Background: an optimization exercise with open tools, aiming at small area. Do not read the settings as production practice.
In this exercise RTL edits were held to simulation tests only and were not proved equivalent to the original.
The clock port is modelled as an ideal driver, which makes a skipped or thinned clock tree look cheaper than it is; a real chip needs a root buffer or a tree.

== job 101 ==
## contr_play_game
module contr_play_game(vga_clk,resetn,key_move,addr_x,addr_y,vga_r1,vga_g1,vga_b1);
==> module contr_play_game, before the edit <==
module contr_play_game(vga_clk,resetn,key_move,addr_x,addr_y,vga_r1,vga_g1,vga_b1);
parameter RESOLUTION = "160x120";
input vga_clk;
input resetn;
input key_move;
input [((RESOLUTION == "320x240") ? (8) : (7)):0] addr_x;
input [((RESOLUTION == "320x240") ? (7) : (6)):0] addr_y;
output [9:0] vga_r1;
output [9:0] vga_g1;
output [9:0] vga_b1;
reg [4:0] data_con;
reg en_sig;
wire frame_addr = (addr_x == 8'd1) && (addr_y == 7'd0);
wire dc_fb = data_con[4] ^ data_con[2] ^ (data_con[3:0] == 4'd0);
always @(posedge vga_clk) begin
  if (!resetn) begin
    data_con <= 5'd0;
    en_sig <= 1'b0;
  end else begin
    if (frame_addr) data_con <= {data_con[3:0], dc_fb};
    en_sig <= frame_addr && (data_con == 5'b01000);
  end
end
reg b0;
reg [5:0] u0, u1, u2, u3;
reg up0, up1, up2, up3;
wire [6:0] l0 = {u0, b0};
wire [6:0] l1 = {u1, b0};
wire [6:0] l2 = {u2, b0};
wire [6:0] l3 = {u3, b0};
always @(posedge vga_clk) begin
  if (!resetn) begin
    b0 <= 1'b0;
    u0 <= 6'd0;  up0 <= 1'b0;
    u1 <= 6'd30; up1 <= 1'b0;
    u2 <= 6'd20; up2 <= 1'b0;
    u3 <= 6'd50; up3 <= 1'b0;
  end else if (en_sig) begin
    b0 <= ~b0;
    u0 <= up0 ? u0 + b0 : u0 - !b0;
    u1 <= up1 ? u1 + b0 : u1 - !b0;
    u2 <= up2 ? u2 + b0 : u2 - !b0;
    u3 <= up3 ? u3 + b0 : u3 - !b0;
    if (b0 && (up0 ? (u0[5] & u0[4] & u0[2] & u0[1]) : (u0 == 6'd0))) up0 <= ~up0;
    if (b0 && (up1 ? (u1[5] & u1[4] & u1[2] & u1[1]) : (u1 == 6'd0))) up1 <= ~up1;
    if (b0 && (up2 ? (u2[5] & u2[4] & u2[2] & u2[1]) : (u2 == 6'd0))) up2 <= ~up2;
    if (b0 && (up3 ? (u3[5] & u3[4] & u3[2] & u3[1]) : (u3 == 6'd0))) up3 <= ~up3;
  end
end
reg col_sig;
always @(posedge vga_clk) begin
  if (!resetn) col_sig <= 1'b0;
  else col_sig <= (addr_x >= 8'd34 && addr_x <= 8'd36) || (addr_x >= 8'd69 && addr_x <= 8'd71) ||
                  (addr_x >= 8'd99 && addr_x <= 8'd101) || (addr_x >= 8'd129 && addr_x <= 8'd131);
end
wire [6:0] yb = addr_y - b0;
wire [3:0] zb = yb[6:3];
wire [1:0] zo = yb[2:1];
wire [3:0] zbm1 = zb - 1'b1;
wire in0 = ((zb == u0[5:2] && zo >= u0[1:0]) || (zbm1 == u0[5:2] && zo <= u0[1:0])) && (l0 <= 7'd118);
wire in1 = (zb == u1[5:2] && zo >= u1[1:0]) || (zbm1 == u1[5:2] && zo <= u1[1:0]);
wire in2 = (zb == u2[5:2] && zo >= u2[1:0]) || (zbm1 == u2[5:2] && zo <= u2[1:0]);
wire in3 = (zb == u3[5:2] && zo >= u3[1:0]) || (zbm1 == u3[5:2] && zo <= u3[1:0]);
reg bar_on;
always @(posedge vga_clk) begin
  if (!resetn) bar_on <= 1'b0;
  else if (col_sig) bar_on <= in0 | in1 | in2 | in3;
end
reg [4:0] zc;
reg move_sig;
wire [15:0] zc_tt = 16'b1000011011111001;
wire zc_fb = zc_tt[{zc[4], zc[3], zc[1], zc[0]}];
always @(posedge vga_clk) begin
  if (!resetn || key_move) zc <= 5'd0;
  else zc <= {zc[3:0], zc_fb};
  if (!resetn) move_sig <= 1'b0;
  else move_sig <= (zc == 5'b01111);
end
reg [5:0] k;
reg hit_any, hit_sig;
always @(posedge vga_clk) begin
  if (!resetn || hit_sig) k <= 6'd0;
  else if (move_sig) k <= (k[5] & k[2] & k[1]) ? 6'd0 : k + 1'b1;   
end
wire cov0 = (l0 >= 7'd49) && (l0 <= 7'd61);
wire cov1 = (l1 >= 7'd49) && (l1 <= 7'd61);
wire cov2 = (l2 >= 7'd49) && (l2 <= 7'd61);
wire cov3 = (l3 >= 7'd49) && (l3 <= 7'd61);
always @(posedge vga_clk) begin
  if (!resetn) begin
    hit_any <= 1'b0;
    hit_sig <= 1'b0;
  end else begin
    hit_any <= (k[3] & ~k[4] & (k[2:0] == 3'd0) & cov0) |
               (k[4] & (k[3:1] == 3'd0) & k[0] & cov1) |
               (k[4] & k[3] & (k[2:1] == 2'd0) & cov2) |
               (k[5] & (k[2:0] == 3'd0) & cov3);
    hit_sig <= hit_any;
  end
end
wire [7:0] xm1 = addr_x - 8'd1;
reg targ_on;
always @(posedge vga_clk) begin
  if (!resetn) targ_on <= 1'b0;
  else if (addr_y >= 7'd58 && addr_y <= 7'd61) targ_on <= (xm1[7:2] == k);
end
wire A = bar_on, B = targ_on;
assign vga_r1 = {A, A, A, A, A, 1'b0, A | B, 1'b0, B, 1'b0};
assign vga_g1 = {1'b0, B, B, 1'b0, 1'b0, B, 1'b0, 1'b0, A, A};
assign vga_b1 = {1'b0, B, B, 1'b0, 1'b0, B, A, 1'b0, A, 1'b0};
endmodule
export LEC_CHECK = 0
export CAP_MARGIN = 20
export CORE_MARGIN = 2
export CORE_UTILIZATION = 40
export PLACE_DENSITY = 0.6
export SLEW_MARGIN = 20
create_clock -name core_clock -period 8.0 [get_ports {vga_clk}]
standard.sh (not shown) runs the stock make flow with config.mk's settings and CLKGATE_MAP_FILE= SYNTH_SCRIPT=/design/flow/synth_recipe.tcl, a recipe that flattens the netlist after the stock synthesis.
==> flow/flow/run.sh <==
#!/bin/bash
# Own layout flow: the standard synthesis, then an area-oriented re-mapping of the
# combinational logic between the (untouched) registers, then the standard ORFS layout.
set -euo pipefail
W=$(pwd)
R=$W/orfs/results/${FLOW_PLATFORM}/contr_play_game/base
LIB=$FLOW_HOME/platforms/sky130hd/lib/sky130_fd_sc_hd__tt_025C_1v80.lib

# 1. standard synthesis (unchanged)
bash standard.sh synth > $W/log_synth.txt 2>&1

# 2. re-map the logic for area; registers (dfxtp cells) are kept as black boxes. ABC's
# deepsyn is run with several random seeds in parallel and the smallest result is kept.
cp $R/1_2_yosys.v $W/std_synth.v
remap() {
  local s=$1
  sed -e "s#@T@#${ABC_T:-90}#" -e "s#@S@#$s#" $W/flow/area.abc > $W/area_$s.abc
  sed -e "s#@LIB@#$LIB#g" -e "s#@IN@#$W/std_synth.v#g" -e "s#@OUT@#$W/remapped_$s.v#g" \
      -e "s#@ABC@#$W/area_$s.abc#g" $W/flow/remap.ys > $W/remap_run_$s.ys
  yosys -s $W/remap_run_$s.ys > $W/log_remap_$s.txt 2>&1
}
for batch in "1 2 3 4" "5 6 7 8"; do
  for s in $batch; do remap $s & done
  wait
done
best=""; bestarea=""
for s in 1 2 3 4 5 6 7 8; do
  a=$(grep "Chip area" $W/log_remap_$s.txt | tail -1 | awk '{print $NF}')
  echo "seed $s area $a" >> $W/log_remap_choice.txt
  if [[ -n "$a" ]] && { [[ -z "$bestarea" ]] || awk "BEGIN{exit !($a < $bestarea)}"; }; then
    best=$s; bestarea=$a
  fi
done
echo "chosen seed $best area $bestarea" >> $W/log_remap_choice.txt
cp $W/remapped_$best.v $R/1_2_yosys.v
rm -f $R/1_synth.odb $R/1_synth.sdc

# 3. standard layout on the re-mapped netlist up to clock tree synthesis
VARS=("BUFFER_PORTS_ARGS=-buffer_cell sky130_fd_sc_hd__buf_1" "SKIP_REPAIR_TIE_FANOUT=1"
      "CTS_ARGS=-sink_clustering_enable -repair_clock_nets -dont_use_dummy_load")
bash standard.sh "${VARS[@]}" cts > $W/log_layout_cts.txt 2>&1

# 4. replace the two-level clock tree by two clock buffers fed by the clock port
ODB_IN=$R/4_cts.odb ODB_OUT=$R/4_cts_mod.odb SDC_IN=$R/4_cts.sdc LIB=$LIB \
  PLATFORM_DIR=$FLOW_HOME/platforms/sky130hd NBUF=2 BUFCELL=sky130_fd_sc_hd__clkbuf_16 \
  openroad -no_init -exit $W/flow/clk.tcl > $W/log_clk.txt 2>&1
cp $R/4_cts_mod.odb $R/4_cts.odb
touch $R/4_cts.sdc

# 5. the rest of the standard layout
bash standard.sh "${VARS[@]}" finish > $W/log_layout.txt 2>&1
Other scripts of this flow, unchanged in this note and not shown: flow/flow/area.abc, flow/flow/clk.tcl, flow/flow/remap.ys
Changes in job 102 relative to job 101:
diff --git a/flow/design.v b/flow/design.v
--- a/flow/design.v
+++ b/flow/design.v
@@ -21,33 +21,39 @@
     en_sig <= frame_addr && (data_con == 5'b01000);
   end
 end
 reg b0;
-reg [5:0] u0, u1, u2, u3;
-reg up0, up1, up2, up3;
+reg t0;
+reg [6:0] ph;
+always @(posedge vga_clk) begin
+  if (!resetn) begin
+    b0 <= 1'b0;
+    t0 <= 1'b1;
+    ph <= 7'd80;
+  end else if (en_sig) begin
+    b0 <= ~b0;
+    if (b0) ph <= (ph == 7'd109) ? 7'd0 : ph + 1'b1;
+    if (b0 && ph == 7'd88) t0 <= 1'b0;
+  end
+end
+wire [6:0] ph0 = (ph >= 7'd34) ? ph - 7'd34 : ph + 7'd76;
+wire [6:0] ph2 = (ph >= 7'd100) ? ph - 7'd100 : ph + 7'd10;
+wire [6:0] ph3 = (ph < 7'd20) ? ph + 7'd90 : ph - 7'd20;
+function [5:0] ufold; input [6:0] h; input b; input down;
+  reg [6:0] f;
+  begin
+    f = 7'd110 - h - b;
+    ufold = (h <= 7'd54 && !down) ? h[5:0] : f[5:0];
+  end
+endfunction
+wire [5:0] u0 = ufold(ph0, b0, t0);
+wire [5:0] u1 = ufold(ph, b0, 1'b0);
+wire [5:0] u2 = ufold(ph2, b0, 1'b0);
+wire [5:0] u3 = ufold(ph3, b0, 1'b0);
 wire [6:0] l0 = {u0, b0};
 wire [6:0] l1 = {u1, b0};
 wire [6:0] l2 = {u2, b0};
 wire [6:0] l3 = {u3, b0};
-always @(posedge vga_clk) begin
-  if (!resetn) begin
-    b0 <= 1'b0;
-    u0 <= 6'd0;  up0 <= 1'b0;
-    u1 <= 6'd30; up1 <= 1'b0;
-    u2 <= 6'd20; up2 <= 1'b0;
-    u3 <= 6'd50; up3 <= 1'b0;
-  end else if (en_sig) begin
-    b0 <= ~b0;
-    u0 <= up0 ? u0 + b0 : u0 - !b0;
-    u1 <= up1 ? u1 + b0 : u1 - !b0;
-    u2 <= up2 ? u2 + b0 : u2 - !b0;
-    u3 <= up3 ? u3 + b0 : u3 - !b0;
-    if (b0 && (up0 ? (u0[5] & u0[4] & u0[2] & u0[1]) : (u0 == 6'd0))) up0 <= ~up0;
-    if (b0 && (up1 ? (u1[5] & u1[4] & u1[2] & u1[1]) : (u1 == 6'd0))) up1 <= ~up1;
-    if (b0 && (up2 ? (u2[5] & u2[4] & u2[2] & u2[1]) : (u2 == 6'd0))) up2 <= ~up2;
-    if (b0 && (up3 ? (u3[5] & u3[4] & u3[2] & u3[1]) : (u3 == 6'd0))) up3 <= ~up3;
-  end
-end
 reg col_sig;
 always @(posedge vga_clk) begin
   if (!resetn) col_sig <= 1'b0;
   else col_sig <= (addr_x >= 8'd34 && addr_x <= 8'd36) || (addr_x >= 8'd69 && addr_x <= 8'd71) ||
Notes after the runs:
Comparing relative area change from synthesis to final layout for job 101 and job 102, the bigger number came from job 101.
Minimum period implied by the final worst setup slack, job 101 and job 102, higher one = job 101.
Job 101 → job 102: post-synth net total down 1.5%; wire length on met1 down about 11%; share of cells above drive strength 1 flat.
In every run of this note, the design's own scripts or RTL, not TritonCTS, make the clock network.

what the ideal ports hide:
The results above use ideal ports. As a check the final layouts listed here were re-extracted and re-timed, cells and wires unchanged. Step 1, drivers: a clkbuf_16 drives vga_clk and a buf_2 each remaining input, both assumed. Step 2 moves the port delays by t, midway between the first and last clock arrival at a register: inputs arrive t later, outputs are due t later. That takes back most of the time a late clock gives input paths. Slacks: no drivers / after step 1 / after step 2; pairs: no drivers / after step 1.
| run | t, ns | setup WS [ns] | hold slack, ns | clock arrival spread, ns | cell pins on the clock port's net |
|---|---|---|---|---|---|
| job 101 | 0.211 | 3.922 / 3.948 / 3.737 | 0.439 / 0.439 / 0.439 | 0.020 / 0.020 | 2 |
| job 102 | 0.179 | 3.993 / 4.017 / 3.838 | 0.432 / 0.432 / 0.432 | 0.021 / 0.020 | 2 |
After both steps every run listed still meets setup and hold. The setup slack of job 101, which loses most, moves by +0.026 ns with the drivers and by -0.185 ns with both steps.
